What follows belongs to an exercise in optimizing a design on an open flow for small area; a production flow would make more cautious choices. Where RTL was checked, it was by simulation tests only, not by an equivalence proof against the original. Function not checked in run 3: the RTL went through the layout flow alone. Power figures rest on the tool's default switching activity, not on a simulated workload.

`flow/config.mk`:
```
export PLATFORM = sky130hd
export DESIGN_NAME = source
export DESIGN_NICKNAME = source
export VERILOG_FILES = /design/flow/design.v
export SDC_FILE = /design/flow/constraint.sdc
export NUM_CORES = 4
export LEC_CHECK = 0
export CAP_MARGIN = 20
export CORE_MARGIN = 2
export CORE_UTILIZATION = 40
export SLEW_MARGIN = 20
```
`flow/constraint.sdc`:
```
create_clock -name core_clock -period 5.5 [get_ports {clk}]
set_input_delay 1.1000 -clock core_clock [delete_from_list [all_inputs] [get_ports {clk}]]
set_output_delay 1.1000 -clock core_clock [all_outputs]
set_load 0.01 [all_outputs]
```
`flow/design.v`:
```
`timescale 1ns / 1ns
module source(copy_memory, instruction, r1, r2, r3, clk);
input wire [11:0] instruction;
input wire clk;
parameter 	S0 = 3'b000,
			S1 = 3'b001,
			S2 = 3'b010,
			S3 = 3'b011,
			S4 = 3'b100,
			S5 = 3'b101,
			S6 = 3'b110,
			S7 = 3'b111;
integer c;
reg [7:0] memory [7:0];
output reg [7:0] r1;
output reg [7:0] r2;
output reg [7:0] r3;
output reg [63:0] copy_memory;
always@(posedge clk) begin
	if (instruction[11:9] > 0) begin
		r1 = memory[instruction[8:6]];
		r2 = memory[instruction[5:3]];
	end
	case(instruction[11:9])
		S0: begin
			memory[instruction[8:6]] = 0;
			memory[instruction[8:6]] = instruction[5:0];
		end
		S1: begin
			r3 = r1 ^ r2;
		end
		S2: begin
			r3 = r1 | r2;
		end
		S3: begin
			r3 = r1 & r2;
		end
		S4: begin
			r3 = ~r1;
		end
		S5: begin
			r3 = r1 << r2;
		end
		S6: begin
			r3 = r1 << instruction[5:3];
		end
		S7: begin
			r3 = r1 + r2;
		end
	endcase
	if (instruction[11:9] > 0) begin
		memory[instruction[2:0]] = r3;
	end
	for (c = 0; c < 8; c ++) begin
		copy_memory[c * 8 +:8] = memory[c];
	end
end
endmodule
```
`flow/run.sh`:
```
#!/bin/bash
# synth_recipe.tcl (not shown) runs the flow's synth.tcl, then flattens the netlist and writes it again
# the make line also repeats each setting of config.mk as NAME=value (left out here)
make -C /OpenROAD-flow-scripts/flow DESIGN_CONFIG=/design/flow/config.mk WORK_HOME=/design/flow/orfs CLKGATE_MAP_FILE= SYNTH_SCRIPT=/design/flow/synth_recipe.tcl finish
```
==> results of run 1 <==
power groups by stage:
stage	logic, mW	registers, mW	clock network, mW
finish	1.57	1.10	0.589
global route	1.70	1.13	0.624
CTS	1.56	1.10	0.596
floorplan	0.773	1.12	0
global placement	1.54	1.10	0
detailed placement	1.55	1.11	0
layer usage:
| layer | up-vias | part of all wire [%] | global-route usage (%) |
|---|---|---|---|
| met5 | - | 0 | 0 |
| met4 | 0 | 3.2 | 9.87 |
| met3 | 44 | 4.8 | 4.62 |
| met2 | 228 | 46 | 41.3 |
| met1 | 2873 | 46 | 36.4 |
| li1 | 2794 | - | - |
registers in the layout, summed over array words and instances, names as in the netlist:
signal	flops
memory	56
copy_memory	8
r1	8
r2	8
r3	8
worst max path at each step:
stage | slack, ns | cells after the start | start | to
after global routing | 0.06 | 16 | instruction[7] | copy_memory[31]
after detailed placement | 0.13 | 15 | instruction[5] | copy_memory[31]
final | 0.40 | 15 | instruction[5] | copy_memory[31]
after floorplan | 0.70 | 15 | instruction[11] | copy_memory[63]
after global placement | 0.18 | 19 | instruction[7] | memory[5][6]
after CTS | 0.48 | 15 | instruction[5] | copy_memory[31]
area by class of cell:
| type | instances | area [um2] |
|---|---|---|
| well taps | 184 | 230 |
| inverters | 29 | 109 |
| repair buffers | 143 | 1340 |
| clock buffers | 9 | 225 |
| clock inverters | 6 | 45.0 |
| multi-input cells | 549 | 3830 |
| flip-flops and latches | 88 | 1760 |
| fillers | 1396 | 6930 |
stage by stage:
step | std cells | hold WS (ns) | util [%] | worst slack (ns)
floorplan | 711 | 0.498 | - | 0.698
CTS | 1008 | 0.493 | 52.1 | 0.484
global placement | 993 | 0.456 | 50.3 | 0.182
finish | 1008 | 0.484 | 52.1 | 0.401
detailed placement | 993 | 0.461 | 50.3 | 0.134
global route | 1008 | 0.504 | 52.1 | 0.0553
synth_stat cells, types with 5 or more instances:
cell	number
sky130_fd_sc_hd__a211oi_1	18
sky130_fd_sc_hd__a21oi_1	66
sky130_fd_sc_hd__buf_1	6
sky130_fd_sc_hd__buf_2	7
sky130_fd_sc_hd__clkbuf_1	25
sky130_fd_sc_hd__dfxtp_1	88
sky130_fd_sc_hd__ha_1	16
sky130_fd_sc_hd__inv_1	27
sky130_fd_sc_hd__mux2_2	32
sky130_fd_sc_hd__mux2i_1	64
sky130_fd_sc_hd__mux4_2	5
sky130_fd_sc_hd__nand2_1	62
sky130_fd_sc_hd__nand2b_1	10
sky130_fd_sc_hd__nand3_1	20
sky130_fd_sc_hd__nor2_1	74
sky130_fd_sc_hd__nor2b_1	15
sky130_fd_sc_hd__nor3_1	13
sky130_fd_sc_hd__nor3b_1	13
sky130_fd_sc_hd__nor4_1	5
sky130_fd_sc_hd__o211ai_1	8
sky130_fd_sc_hd__o21ai_0	30
sky130_fd_sc_hd__o21ai_1	9
sky130_fd_sc_hd__o221ai_1	5
sky130_fd_sc_hd__o22ai_1	9
sky130_fd_sc_hd__or3_1	6
critical path: stages:
cell	delay [ns]
sky130_fd_sc_hd__clkdlybuf4s50_1	0.45
sky130_fd_sc_hd__buf_4	0.20
sky130_fd_sc_hd__mux4_2	0.54
sky130_fd_sc_hd__o21ai_0	0.39
sky130_fd_sc_hd__inv_1	0.15
sky130_fd_sc_hd__ha_1	0.33
sky130_fd_sc_hd__a21o_1	0.18
sky130_fd_sc_hd__a21oi_1	0.22
sky130_fd_sc_hd__o21ai_0	0.21
sky130_fd_sc_hd__a2111oi_0	0.61
sky130_fd_sc_hd__o21ai_0	0.16
sky130_fd_sc_hd__nor3b_1	0.16
sky130_fd_sc_hd__buf_4	0.18
sky130_fd_sc_hd__nor4_1	0.30
sky130_fd_sc_hd__a21oi_1	0.11
cells by family (layout without fill, tap and decap cells):
family / Yosys count / count (layout) / share of synthesized area, %
buffers and inverters: 74 / 187 / 5.49
AND/OR/NAND/NOR: 236 / 236 / 19.3
flip-flops: 88 / 88 / 29.8
XOR/XNOR: 4 / 4 / 0.593
AO/OA/AOI/OAI: 190 / 190 / 22.1
adder cells (fa/ha/maj): 17 / 17 / 3.73
multiplexers: 102 / 102 / 19.0
layout by cell type (no fill, tap or decap), types with 16 or more instances in the layout:
| master | count |
|---|---|
| sky130_fd_sc_hd__mux2_2 | 32 |
| sky130_fd_sc_hd__nand3_1 | 20 |
| sky130_fd_sc_hd__a21oi_1 | 66 |
| sky130_fd_sc_hd__o21ai_0 | 30 |
| sky130_fd_sc_hd__dfxtp_1 | 88 |
| sky130_fd_sc_hd__clkdlybuf4s50_1 | 99 |
| sky130_fd_sc_hd__mux2i_1 | 64 |
| sky130_fd_sc_hd__inv_1 | 27 |
| sky130_fd_sc_hd__a211oi_1 | 18 |
| sky130_fd_sc_hd__nor2_1 | 74 |
| sky130_fd_sc_hd__nand2_1 | 62 |
| sky130_fd_sc_hd__ha_1 | 16 |
| sky130_fd_sc_hd__buf_4 | 41 |
==> impl_summary.txt, run 1 <==
----------------------------------------------------
[Setup path]
  Max Fanout on Critical Path ... 13
  Worst endpoint required time ... about 5.7 ns
  Critical path arrival ... 5.30 ns
  Internal reg-to-reg setup slack ... ~1.3 ns
  Worst setup path class ... primary input to flip-flop
  Category of the worst setup path capture point ... flip-flop
  Capture instance of the worst register-to-register path ... copy_memory[31]
  Count of cells along the worst register-to-register path ... 14
  Launch point of the worst reg-to-reg path ... memory[3][1]
  Crit start category ... primary input

[Layout]
  Post-route cell area ... 0.00755 mm2
  ANT cells ... 0
  Fraction of final layout cells with drive strength greater than 1 ... roughly 14%
  Number of nets in the layout ... between 800 and 900
  Area grow syn2layout ... 27.8%

[STA]
  Clock Skews ... a little over 0.009 ns
  Setup TNS after final layout ... 0 ns
  Transition time of the tightest slew-check pin ... 1.03 ns
  Minimum period implied by the final worst setup slack ... 5.10 ns
  Worst slew margin relative to its limit ... 31.0%
  Final clock period utilization by the worst path ... 92.7%
  RSZ-0062 raised after global routing ... false
  Finish-stage setup viols ... 0
  Final hold violation count ... 0
  Slew Limit Fails ... 0
  Highest clock rate ... 196 MHz

[Synth]
  Synth Area per Inst ... 8.31 um2
  Count of warnings emitted by yosys ... 2
  Share of synthesized flip-flops with an asynchronous set or reset ... 0%
  Dominant register cell in the synthesized netlist ... sky130_fd_sc_hd__dfxtp_1
  Number of unique standard cell types used by synthesis ... 73
  Cell taking the most area after synthesis ... sky130_fd_sc_hd__dfxtp_1
  Number of register bits inferred by synthesis ... 88
  Seq/Total Area, Yosys ... between 20% and 30%
  Top cells by area, synth ... sky130_fd_sc_hd__dfxtp_1 30%, sky130_fd_sc_hd__mux2i_1 11%, sky130_fd_sc_hd__mux2_2 6.1%
  Netlist area before placement ... 0.00591 mm2
  Synthesized instance count ... 711
  Synthesized net count ... approximately 740
  Post-synth top area share ... between 20% and 30%
  Number of enable-type register cells in the synthesized netlist ... 0

[Die]
  Die Y-Extent ... between 100 and 150 um
  Starting utilization of the core area ... between 40% and 50%
  Die extent in x ... between 100 and 150 um
  Core region area ... around 0.014 mm2
  Site row count ... 44
  Number of top-level pins ... 101
  Die outline area ... 0.0158 mm2

[Routing]
  Detailed-route vias per instance ... 5.89
  Post-Route WL ... between 20000 and 25000 um
  Total DRC errors in the routed layout ... 0
  Number of DRC violations after detailed-routing iteration 0 ... ~510
  Antenna Violating Nets Remaining ... 0
  Routed via count ... ~6000
  Final routed wire length divided by cell count ... about 21 um
  Router iterations before antenna repair ... 5

[Clock network]
  CTS clock-pin slew for the worst setup and hold paths ... roughly 0.07 ns
  Number of post-CTS setup repair buffers ... 0
  H-tree lvl count ... 3
  Cts repair resizes ... 0
  Num CTS Buffers ... 9
  Bufs on Longest Clock Path ... 2
  Num Clock Sinks ... 88
  Clock Tree Root ... sky130_fd_sc_hd__clkbuf_16
  Insertion delay to the later sink of the worst-skew pair ... approximately 0.36 ns
  CTS tree ... yes
  Hold-fix buffers at CTS ... 0

[Global routing]
  Antenna violations before repair ... 0
  Combined global-route utilization of all metal layers ... roughly a quarter
  Total gr overflow ... 0
  Global-route wire length before repair ... between 30000 and 40000 um
  Pin count of the biggest net entering global routing ... 23
  Vias in the first global route ... between 5000 and 6000

[Pwr]
  Part of the total power dissipated in combinational logic ... between 40% and 50%
  Pwr Density ... 432 mW/mm2
  Leakage power figure ... just over 3 nW
  P_int ... 1.96 mW
  Sequential fraction of design power ... 33.8%
  Fraction of power spent switching nets ... 39.9%
  Worst IR drop on VDD ... 0.246 mV
  Total net switching power ... 1.30 mW
  Total power of the final layout ... 3.26 mW
  Clk pwr share ... 18.1%

[Placement]
  Placed Instance Area ... around 0.0073 mm2
  Count of buffers from port buffering ... 100
  GPL Wtd Cong ... 0.952
  Half-perimeter wire length after placement ... approximately 16000 um

[Outcome]
  Result of the run ... finished clean

[Run]
  Reported max-cap violation count ... 0

[Worst hold path]
  HP Class ... flip-flop to flip-flop
  Startpoint of the tightest hold check path ... r3[6]
  Worst Hold Depth ... 2
  Hold-critical path endpoint ... r3[6]

----------------------------------------------------
==> run 2: changes to the inputs <==
==> flow/design.v (replaced) <==
`timescale 1ns / 1ns
module source(copy_memory, instruction, r1, r2, r3, clk);
input wire [11:0] instruction;
input wire clk;
output reg [7:0] r1;
output reg [7:0] r2;
output reg [7:0] r3;
output wire [63:0] copy_memory;
reg [7:0] mem [0:7];
wire [2:0] op = instruction[11:9];
wire [2:0] fa = instruction[8:6];
wire [2:0] fb = instruction[5:3];
wire [2:0] fd = instruction[2:0];
wire alu = |op;
reg [7:0] a, b;
integer k;
always @(*) begin
	a = alu ? 8'd0 : r1;
	b = alu ? 8'd0 : r2;
	for (k = 0; k < 8; k = k + 1) begin
		a = a | (mem[k] & {8{alu && fa == k}});
		b = b | (mem[k] & {8{alu && fb == k}});
	end
end
wire [2:0] sh = op[0] ? b[2:0] : fb;
wire [7:0] shl = a << sh;
wire kill = op[0] & |b[7:3];
reg [7:0] res;
always @(*) begin
	case (op)
		3'd1: res = a ^ b;
		3'd2: res = a | b;
		3'd3: res = a & b;
		3'd4: res = ~a;
		3'd5, 3'd6: res = kill ? 8'd0 : shl;
		3'd7: res = a + b;
		default: res = {2'b00, instruction[5:0]};
	endcase
end
wire [2:0] wa = alu ? fd : fa;
always @(posedge clk) begin
	r1 <= a;
	r2 <= b;
	if (alu) r3 <= res;
	for (k = 0; k < 8; k = k + 1)
		if (wa == k) mem[k] <= res;
end
genvar g;
generate for (g = 0; g < 8; g = g + 1) begin : cm
	assign copy_memory[8*g +: 8] = mem[g];
end endgenerate
endmodule
==> run 2 against run 1 <==
  * Still clean
  * Highest routed layer unchanged
  * Register-to-register slack better by 0.41 ns
  * Largest power group is now registers
  * Synthesized cell count is 38% lower
  * First-iteration DRC count is 34% lower
  * Critical path depth is 1 higher
==> impl_summary.txt, run 2 <==
----------------------------------------------------
[Outcome]
  Result of the run ... finished clean

[Synth]
  Synth Area per Inst ... 11.5 um2
  Seq/Total Area, Yosys ... 49.2%
  Post-synth top area share ... 42.9%
  Commonest cells in the netlist ... 72 x sky130_fd_sc_hd__edfxtp_1, 35 x sky130_fd_sc_hd__mux2i_1, 33 x sky130_fd_sc_hd__nor2_1
  Synthesized instance count ... 440
  Count of warnings emitted by yosys ... 2
  Share of synthesized flip-flops with an asynchronous set or reset ... 0%
  Cell taking the most area after synthesis ... sky130_fd_sc_hd__edfxtp_1
  Top cells by area, synth ... sky130_fd_sc_hd__edfxtp_1 43%, sky130_fd_sc_hd__mux2i_1 6.9%, sky130_fd_sc_hd__dfxtp_1 6.3%
  Number of unique standard cell types used by synthesis ... 69
  Dominant register cell in the synthesized netlist ... sky130_fd_sc_hd__edfxtp_1
  Number of register bits inferred by synthesis ... 88
  Most frequently used cell type in the post-synthesis netlist ... sky130_fd_sc_hd__edfxtp_1
  Synthesized net count ... 470
  Number of enable-type register cells in the synthesized netlist ... 72
  Netlist area before placement ... 0.00504 mm2

[Routing]
  Total DRC errors in the routed layout ... 0
  Router iterations before antenna repair ... 6
  Antenna Violating Nets Remaining ... 0
  Routed via count ... around 4100
  Number of DRC violations after detailed-routing iteration 0 ... roughly 340
  Detailed-route vias per instance ... 5.66
  Final routed wire length divided by cell count ... about 22 um
  Post-Route WL ... 15800 um

[Global routing]
  Pin count of the biggest net entering global routing ... 28
  Total gr overflow ... 0
  Global-route wire length before repair ... 23600 um
  Vias in the first global route ... 3953
  Combined global-route utilization of all metal layers ... 23.8%
  Antenna violations before repair ... 0

[Pwr]
  Worst IR drop on VDD ... 0.154 mV
  P_int ... around 1.5 mW
  Fraction of power spent switching nets ... between 20 and 30%
  Part of the total power dissipated in combinational logic ... 25.3%
  Clk pwr share ... about a third
  Sequential fraction of design power ... 41.1%
  Pwr Density ... 313 mW/mm2
  Total net switching power ... approximately 600 uW
  Leakage power figure ... 2.51 nW

[Placement]
  GPL Wtd Cong ... 0.888
  Half-perimeter wire length after placement ... 11500 um
  Count of buffers from port buffering ... 100
  Post-Place Worst Slack ... 0.345 ns
  Placed Instance Area ... 0.00627 mm2

[Layout]
  Flip-flop count of the largest register, all copies and words added ... 64
  Area grow syn2layout ... 31.0%
  Multi-input logic area ... 0.00232 mm2
  Storage cell area ... 0.00248 mm2
  Number of nets in the layout ... 574
  Commonest non-fill, non-tap cell in the layout ... sky130_fd_sc_hd__clkdlybuf4s50_1
  Fraction of final layout cells with drive strength greater than 1 ... 12.8%
  Fill count ... 1069
  Post-route cell area ... 0.00661 mm2
  ANT cells ... 0
  Most used cells in the layout excluding fill and tap cells ... 100 x sky130_fd_sc_hd__clkdlybuf4s50_1, 72 x sky130_fd_sc_hd__edfxtp_1, 35 x sky130_fd_sc_hd__mux2i_1

[Clock network]
  CTS clock-pin slew for the worst setup and hold paths ... about 0.060 ns
  H-tree lvl count ... 3
  Num CTS Buffers ... 9
  Hold-fix buffers at CTS ... 0
  Bufs on Longest Clock Path ... 2
  Number of post-CTS setup repair buffers ... 0
  Num Clock Sinks ... 88
  Cts repair resizes ... 0
  Clock Tree Root ... sky130_fd_sc_hd__clkbuf_16
  CTS tree ... yes
  Insertion delay to the later sink of the worst-skew pair ... 0.34 ns

[Die]
  Number of top-level pins ... 101
  Die extent in x ... 116 um
  Die outline area ... 0.0135 mm2
  Starting utilization of the core area ... 40.5%
  Site row count ... 41
  Core region area ... 0.0125 mm2
  Die Y-Extent ... ~120 um

[STA]
  Minimum period implied by the final worst setup slack ... 4.89 ns
  Final hold violation count ... 0
  Transition time of the tightest slew-check pin ... 1.02 ns
  Final clock period utilization by the worst path ... 89.0%
  Setup slack of the critical path after layout ... slightly above 0.6 ns
  Highest clock rate ... 204 MHz
  Clock Skews ... 0.00715 ns
  Setup TNS after final layout ... 0 ns
  Slew Limit Fails ... 0
  RSZ-0062 raised after global routing ... false
  Finish-stage setup viols ... 0
  Worst Hold Margin ... 0.532 ns
  Worst slew margin relative to its limit ... 31.9%

[Setup path]
  Slowest stage cell, crit path ... sky130_fd_sc_hd__clkdlybuf4s50_1
  Internal reg-to-reg setup slack ... 1.68 ns
  Number of buffer and inverter stages on the critical path ... 2
  Max Fanout on Critical Path ... 11
  Crit start category ... primary input
  Worst endpoint required time ... 5.45 ns
  Worst setup path class ... primary input to flip-flop
  Crit-path max cell delay ... 0.62 ns
  Crit-path cells ... clkdlybuf4s50_1, buf_4, and2_1, a221oi_1, a2bb2oi_1, nand3_1, o21a_1, ha_1, a21o_1, a21oi_1, o21bai_1, a21oi_1, o21ai_0, xor2_1, nand2b_1, o2111ai_1
  Category of the worst setup path capture point ... flip-flop
  Most Frequent Cell on Critical Path ... sky130_fd_sc_hd__a21oi_1
  Kind of cell adding the most delay to the critical path ... compound AO/OA/AOI/OAI gates
  Critical path arrival ... 4.84 ns

[Run]
  Reported max-cap violation count ... 0

[Worst hold path]
  HP Class ... flip-flop to flip-flop

----------------------------------------------------
-- run 2: cell types whose count changed after synthesis, sizes merged, moves of 10 or more --
| cell | change |
|---|---|
| a211oi | -19 |
| a21oi | -36 |
| a31oi | +10 |
| clkbuf | -17 |
| dfxtp | -72 |
| edfxtp | +72 |
| mux2 | -21 |
| mux2i | -29 |
| nand2 | -42 |
| nand3 | -12 |
| nor2 | -42 |
| nor3 | -10 |
| o21ai | -19 |
-- run 2: per-stage QoR --
step                      power [mW]  instances  utilization (%)
after floorplan                 1.15        440                -
after CTS                       2.07        721             53.0
final                           2.07        721             53.0
after detailed placement        1.38        705             50.3
after global routing            2.15        721             53.0
after global placement          1.38        705             50.3
-- run 2: final cells by class --
type / count / area share (%)
sequential: 88 / 37.6
multi-input combinational: 299 / 35.1
timing repair buffer: 121 / 17.5
clock buffer: 11 / 3.82
tap: 172 / 3.26
inverter: 25 / 1.42
clock inverter: 5 / 1.29
-- run 2: cells by family (layout without fill, tap and decap cells) --
logic type | Yosys count | count (layout) | share of synthesized area [%]
AOI/OAI and AO/OA | 119 | 119 | 16.4
and+or+nand+nor | 101 | 101 | 10.5
DFF | 88 | 88 | 49.2
muxes | 56 | 56 | 13.6
buffers and inverters | 53 | 162 | 4.84
adders and majority gates | 17 | 17 | 4.37
xor gates and xnor gates | 6 | 6 | 1.04
-- run 2: power groups by stage --
stage	Clock, mW	Sequential (mW)	Combinational, mW
final	0.697	0.850	0.523
after global routing	0.726	0.855	0.570
after CTS	0.702	0.849	0.521
after detailed placement	0	0.863	0.516
after global placement	0	0.864	0.513
after floorplan	0	0.876	0.277
-- run 2: per-layer routing --
layer	wire length, um	share of wire [%]	track usage, %	vias to the layer above
li1	-	-	-	1883
met4	234	1.5	7.06	0
met5	0	0	0	-
met3	1000	6.3	3.89	14
met2	7220	46	35.7	179
met1	7350	46	35.4	2006
-- run 2: final timing paths --
check                 startpoint         to  cells past startpoint
setup / recovery  instruction[3]  mem[7][7]                     16
hold / removal             r2[7]      r2[7]                      2
setup reg to reg       mem[5][0]  mem[7][6]                     13
hold reg to reg            r2[7]      r2[7]                      2
-- run 2: tightest hold or removal path, stage by stage, from the launching register on --
cell and delay, ns:
sky130_fd_sc_hd__dfxtp_1 0.31, sky130_fd_sc_hd__nor2_1 0.09, sky130_fd_sc_hd__nor2_1 0.07
==> run 3: changes to the inputs <==
--- a/flow/design.v
+++ b/flow/design.v
@@ -25,18 +25,25 @@
 wire [2:0] sh = op[0] ? b[2:0] : fb;
 wire [7:0] shl = a << sh;
 wire kill = op[0] & |b[7:3];
-reg [7:0] res;
+reg [3:0] tt;
 always @(*) begin
 	case (op)
-		3'd1: res = a ^ b;
-		3'd2: res = a | b;
-		3'd3: res = a & b;
-		3'd4: res = ~a;
-		3'd5, 3'd6: res = kill ? 8'd0 : shl;
-		3'd7: res = a + b;
-		default: res = {2'b00, instruction[5:0]};
+		3'd2: tt = 4'b1110;
+		3'd3: tt = 4'b1000;
+		3'd4: tt = 4'b0011;
+		default: tt = 4'b0110;
 	endcase
 end
+wire add = &op;
+reg [7:0] lu, c;
+integer i;
+always @(*) begin
+	for (i = 0; i < 8; i = i + 1) lu[i] = tt[{a[i], b[i]}];
+	c[0] = 1'b0;
+	for (i = 1; i < 8; i = i + 1) c[i] = add & (a[i-1] & b[i-1] | (a[i-1] ^ b[i-1]) & c[i-1]);
+end
+wire isshift = op[2] & (op[1] ^ op[0]);
+wire [7:0] res = !alu ? {2'b00, instruction[5:0]} : isshift ? (kill ? 8'd0 : shl) : (lu ^ c);
 wire [2:0] wa = alu ? fd : fa;
 always @(posedge clk) begin
 	r1 <= a;
==> flow/flow/run.sh (new file) <==
#!/bin/bash
# Standard ORFS layout with two changes: an area-only ABC mapping script and
# minimum-size port buffers. Every step's log stays under orfs/logs.
set -euo pipefail
W=$PWD
SD=$W/scripts_mod
rm -rf "$SD"
cp -r "$FLOW_HOME/scripts" "$SD"
cp "$W/flow/abc_area.script" "$SD/abc_area.script"
bash "$W/standard.sh" SCRIPTS_DIR="$SD" \
  BUFFER_PORTS_ARGS="-buffer_cell sky130_fd_sc_hd__buf_1" finish > "$W/make_finish.log" 2>&1
==> flow/flow/abc_area.script (new file) <==
strash
&get -n
&st
&dch
&nf -a
&put
topo
==> flow/standard.sh (new file) <==
#!/bin/bash
# synth_recipe.tcl (not shown) runs the flow's synth.tcl, then flattens the netlist and writes it again
# the make line also repeats each setting of config.mk as NAME=value (left out here)
make -C /OpenROAD-flow-scripts/flow DESIGN_CONFIG=/design/flow/config.mk WORK_HOME=/design/flow/orfs CLKGATE_MAP_FILE= SYNTH_SCRIPT=/design/flow/synth_recipe.tcl "${@:-finish}"
--- a/flow/config.mk
+++ b/flow/config.mk
@@ -5,6 +5,7 @@
 export SDC_FILE = /design/flow/constraint.sdc
 export NUM_CORES = 4
 export LEC_CHECK = 0
+export ABC_AREA = 1
 export CAP_MARGIN = 20
 export CORE_MARGIN = 2
 export CORE_UTILIZATION = 40
removed: flow/run.sh
==> run 3 against run 2 <==
  * Worst hold slack better by 0.16 ns
  * Core utilization shrank 2.3 points
  * Non-clock buffer count grew 9
  * Largest power group unchanged
  * Largest cell class unchanged
  * Synthesized area down 16%
  * Sequential share of layout area is 10 points higher
  * Clock power down 36%
  * Flip-flop and latch count stayed put
  * Critical path type unchanged
  * Global-route usage is 1.8 points higher
  * Cell area fell by 21%
==> impl_summary.txt, run 3 <==
----------------------------------------------------
[Clock network]
  Bufs on Longest Clock Path ... 2
  Num CTS Buffers ... 9
  CTS clock-pin slew for the worst setup and hold paths ... ~0.1 ns
  Cts repair resizes ... 0
  Insertion delay to the later sink of the worst-skew pair ... 0.36 ns
  H-tree lvl count ... 3
  Number of post-CTS setup repair buffers ... 0
  Hold-fix buffers at CTS ... 0
  CTS tree ... yes
  Num Clock Sinks ... 88
  Clock Tree Root ... sky130_fd_sc_hd__clkbuf_8

[Synth]
  Synth Area per Inst ... 11.8 um2
  Number of unique standard cell types used by synthesis ... 39
  Number of register bits inferred by synthesis ... 88
  Number of enable-type register cells in the synthesized netlist ... about 70
  Post-synth top area share ... 51.3%
  Synthesized instance count ... 356
  Netlist area before placement ... roughly 0.0042 mm2
  Dominant register cell in the synthesized netlist ... sky130_fd_sc_hd__edfxtp_1
  Share of synthesized flip-flops with an asynchronous set or reset ... 0%
  Synthesized net count ... roughly 380
  Seq/Total Area, Yosys ... 58.9%
  Commonest cells in the netlist ... 72 x sky130_fd_sc_hd__edfxtp_1, 59 x sky130_fd_sc_hd__nand2_1, 39 x sky130_fd_sc_hd__a222oi_1
  Count of warnings emitted by yosys ... 2
  Most frequently used cell type in the post-synthesis netlist ... sky130_fd_sc_hd__edfxtp_1
  Cell taking the most area after synthesis ... sky130_fd_sc_hd__edfxtp_1
  Top cells by area, synth ... sky130_fd_sc_hd__edfxtp_1 51%, sky130_fd_sc_hd__a222oi_1 9.3%, sky130_fd_sc_hd__dfxtp_1 7.6%

[Setup path]
  Worst endpoint required time ... 5.56 ns
  Most Frequent Cell on Critical Path ... sky130_fd_sc_hd__a21oi_1
  Category of the worst setup path capture point ... flip-flop
  Crit-path cells ... buf_1, clkinv_1, ha_1, nor2b_2, buf_12, nor4_1, a222oi_1, and4_1, nand4_1, a41oi_1, o21bai_1, a21o_1, a21oi_1, o31ai_1, a21oi_1, xnor2_1, a21oi_1
  Kind of cell adding the most delay to the critical path ... compound AO/OA/AOI/OAI gates
  Crit-path max cell delay ... roughly 0.75 ns
  Max Fanout on Critical Path ... 34
  Slowest stage cell, crit path ... sky130_fd_sc_hd__nor4_1
  Crit start category ... primary input
  Critical path arrival ... 5.26 ns
  Worst setup path class ... primary input to flip-flop
  Number of buffer and inverter stages on the critical path ... 3

[Outcome]
  Result of the run ... finished clean

[STA]
  Minimum period implied by the final worst setup slack ... between 5 and 6 ns
  Highest clock rate ... between 150 and 200 MHz
  RSZ-0062 raised after global routing ... false
  Transition time of the tightest slew-check pin ... 1.13 ns
  Slew Limit Fails ... 0
  Clock Skews ... 0.00814 ns
  Setup TNS after final layout ... 0 ns
  Final hold violation count ... 0
  Worst slew margin relative to its limit ... between 20% and 30%
  Final clock period utilization by the worst path ... 94.5%
  Finish-stage setup viols ... 0
  Setup slack of the critical path after layout ... 0.304 ns

[Layout]
  Post-route cell area ... 0.00521 mm2
  ANT cells ... 0
  Core occupancy in the finished layout ... 50.7%
  Commonest non-fill, non-tap cell in the layout ... sky130_fd_sc_hd__buf_1
  Fill count ... ~1000
  Fraction of final layout cells with drive strength greater than 1 ... 9.96%
  Area grow syn2layout ... 23.6%
  Number of nets in the layout ... 519
  Flip-flop count of the largest register, all copies and words added ... 64
  Most used cells in the layout excluding fill and tap cells ... 100 x sky130_fd_sc_hd__buf_1, 72 x sky130_fd_sc_hd__edfxtp_1, 59 x sky130_fd_sc_hd__nand2_1

[Pwr]
  Fraction of power spent switching nets ... 33.9%
  P_int ... roughly 1.1 mW
  Total net switching power ... approximately 600 uW
  Part of the total power dissipated in combinational logic ... 23.6%
  Leakage power figure ... 1.85 nW
  Pwr Density ... 332 mW/mm2
  Worst IR drop on VDD ... 0.180 mV
  Clk pwr share ... 25.9%
  Sequential fraction of design power ... 50.5%

[Routing]
  Antenna Violating Nets Remaining ... 0
  Router iterations before antenna repair ... 8
  Detailed-route vias per instance ... 6.09
  Total DRC errors in the routed layout ... 0
  Routed via count ... 3885
  Post-Route WL ... 14800 um
  Number of DRC violations after detailed-routing iteration 0 ... around 570
  Final routed wire length divided by cell count ... between 20 and 25 um

[Global routing]
  Pin count of the biggest net entering global routing ... 35
  Combined global-route utilization of all metal layers ... approximately a quarter
  Global-route wire length before repair ... approximately 22000 um
  Antenna violations before repair ... 0
  Total gr overflow ... 0
  Vias in the first global route ... 3655

[Die]
  Core region area ... slightly above 0.01 mm2
  Die extent in x ... 107 um
  Site row count ... 37
  Die outline area ... approximately 0.011 mm2
  Starting utilization of the core area ... between 40% and 50%
  Die Y-Extent ... 107 um
  Number of top-level pins ... ~100

[Placement]
  GPL Wtd Cong ... ~0.9
  Half-perimeter wire length after placement ... about 11000 um
  Placed Instance Area ... around 0.005 mm2
  Count of buffers from port buffering ... 100
  Post-Place Worst Slack ... 0.0815 ns

[Run]
  Reported max-cap violation count ... 0

[Worst hold path]
  HP Class ... flip-flop to flip-flop

----------------------------------------------------
-- run 3: cell count changes in the layout (fill, tap and decap cells not counted), sizes merged, moves of 8 or more --
cell	previous run	this run
nor3b	9	0
clkdlybuf4s50	100	0
a221oi	12	1
a31oi	11	3
o21ai	21	11
mux2i	35	12
clkinv	0	8
nand2	20	59
and2	1	11
buf	21	130
mux4	9	0
inv	27	5
a222oi	0	39
nor2	33	21
-- run 3: power by group through the flow --
stage | Clock, mW | Sequential (mW) | Combinational (mW)
floorplan | 0 | 0.902 | 0.199
global placement | 0 | 0.888 | 0.397
detailed placement | 0 | 0.886 | 0.399
CTS | 0.453 | 0.872 | 0.401
global route | 0.473 | 0.877 | 0.442
finish | 0.448 | 0.873 | 0.409
-- run 3: logic make-up after synthesis --
kind of cell    Yosys count  share of synthesized area [%]
buf+inv                   7                          0.623
flops                    88                           58.9
mux                      18                           4.45
fa+ha+maj                 9                           2.67
compound gates          104                           18.5
xor+xnor                  6                           1.25
simple gates            124                           13.7
-- run 3: cell type report --
cell class / instances / area [um2] / share of cell area (%)
Multi-Input combinational cell: 261 / 1720 / 33.1
Sequential cell: 88 / 2480 / 47.7
Clock inverter: 7 / 70.1 / 1.35
Tap cell: 136 / 170 / 3.27
Clock buffer: 9 / 124 / 2.38
Timing Repair Buffer: 130 / 613 / 11.8
Inverter: 7 / 27.5 / 0.528
-- run 3: tightest hold or removal path, stage by stage, from the launching register on --
cell and delay (ns):
sky130_fd_sc_hd__edfxtp_1 0.39, sky130_fd_sc_hd__a222oi_1 0.08, sky130_fd_sc_hd__nand2_1 0.17
-- run 3: path summary, 6_finish.rpt --
| path | start | end | slack [ns] | cells past startpoint |
|---|---|---|---|---|
| worst min register to register | mem[1][6] | r2[6] | 0.69 | 2 |
| worst min-delay path | mem[1][6] | r2[6] | 0.69 | 2 |
| worst max-delay path | instruction[10] | mem[7][7] | 0.30 | 17 |
| worst max register to register | mem[6][4] | mem[2][5] | 1.80 | 9 |
-- run 3: layer usage --
metal | share of wire [%] | routed length [um] | GRT usage (%)
met1 | 42 | 6200 | 36.7
met2 | 46 | 6900 | 38.7
met3 | 9.4 | 1390 | 4.74
met4 | 2.3 | 344 | 10.0
met5 | 0 | 0 | 0
-- run 3: through the flow --
| step | power (mW) | instances | hold slack (ns) |
|---|---|---|---|
| after floorplan | 1.10 | 356 | 0.613 |
| after detailed placement | 1.29 | 622 | 0.666 |
| final | 1.73 | 638 | 0.695 |
| after CTS | 1.73 | 638 | 0.689 |
| after global placement | 1.29 | 622 | 0.664 |
| after global routing | 1.79 | 638 | 0.741 |

what the ideal ports hide:
How much do the figures lean on ideal ports? The routed layouts below were timed once more, with nothing changed but the port constraints.
Step 1, drivers: a clkbuf_16 drives clk and a buf_2 each remaining input, both assumed.
Step 2, shift: input delay + t, output delay - t, t = (earliest + latest rising clock arrival at the registers) / 2. This alone moves slack from input paths to output paths.
Slacks: ideal ports / drivers / drivers and shift; pairs: ideal ports / drivers.
| run | shift t [ns] | setup slack, ns | clock arrival spread, ns |
|---|---|---|---|
| run 1 | 0.396 | 0.401 / 0.415 / 0.019 | 0.009 / 0.009 |
| run 2 | 0.379 | 0.607 / 0.626 / 0.247 | 0.007 / 0.008 |
| run 3 | 0.394 | 0.304 / 0.313 / -0.081 | 0.008 / 0.009 |
Met with ideal ports but missed after step 2: setup timing in run 3. For run 3, which loses most, drivers alone change the setup slack by +0.009 ns; drivers and shift together by -0.385 ns.
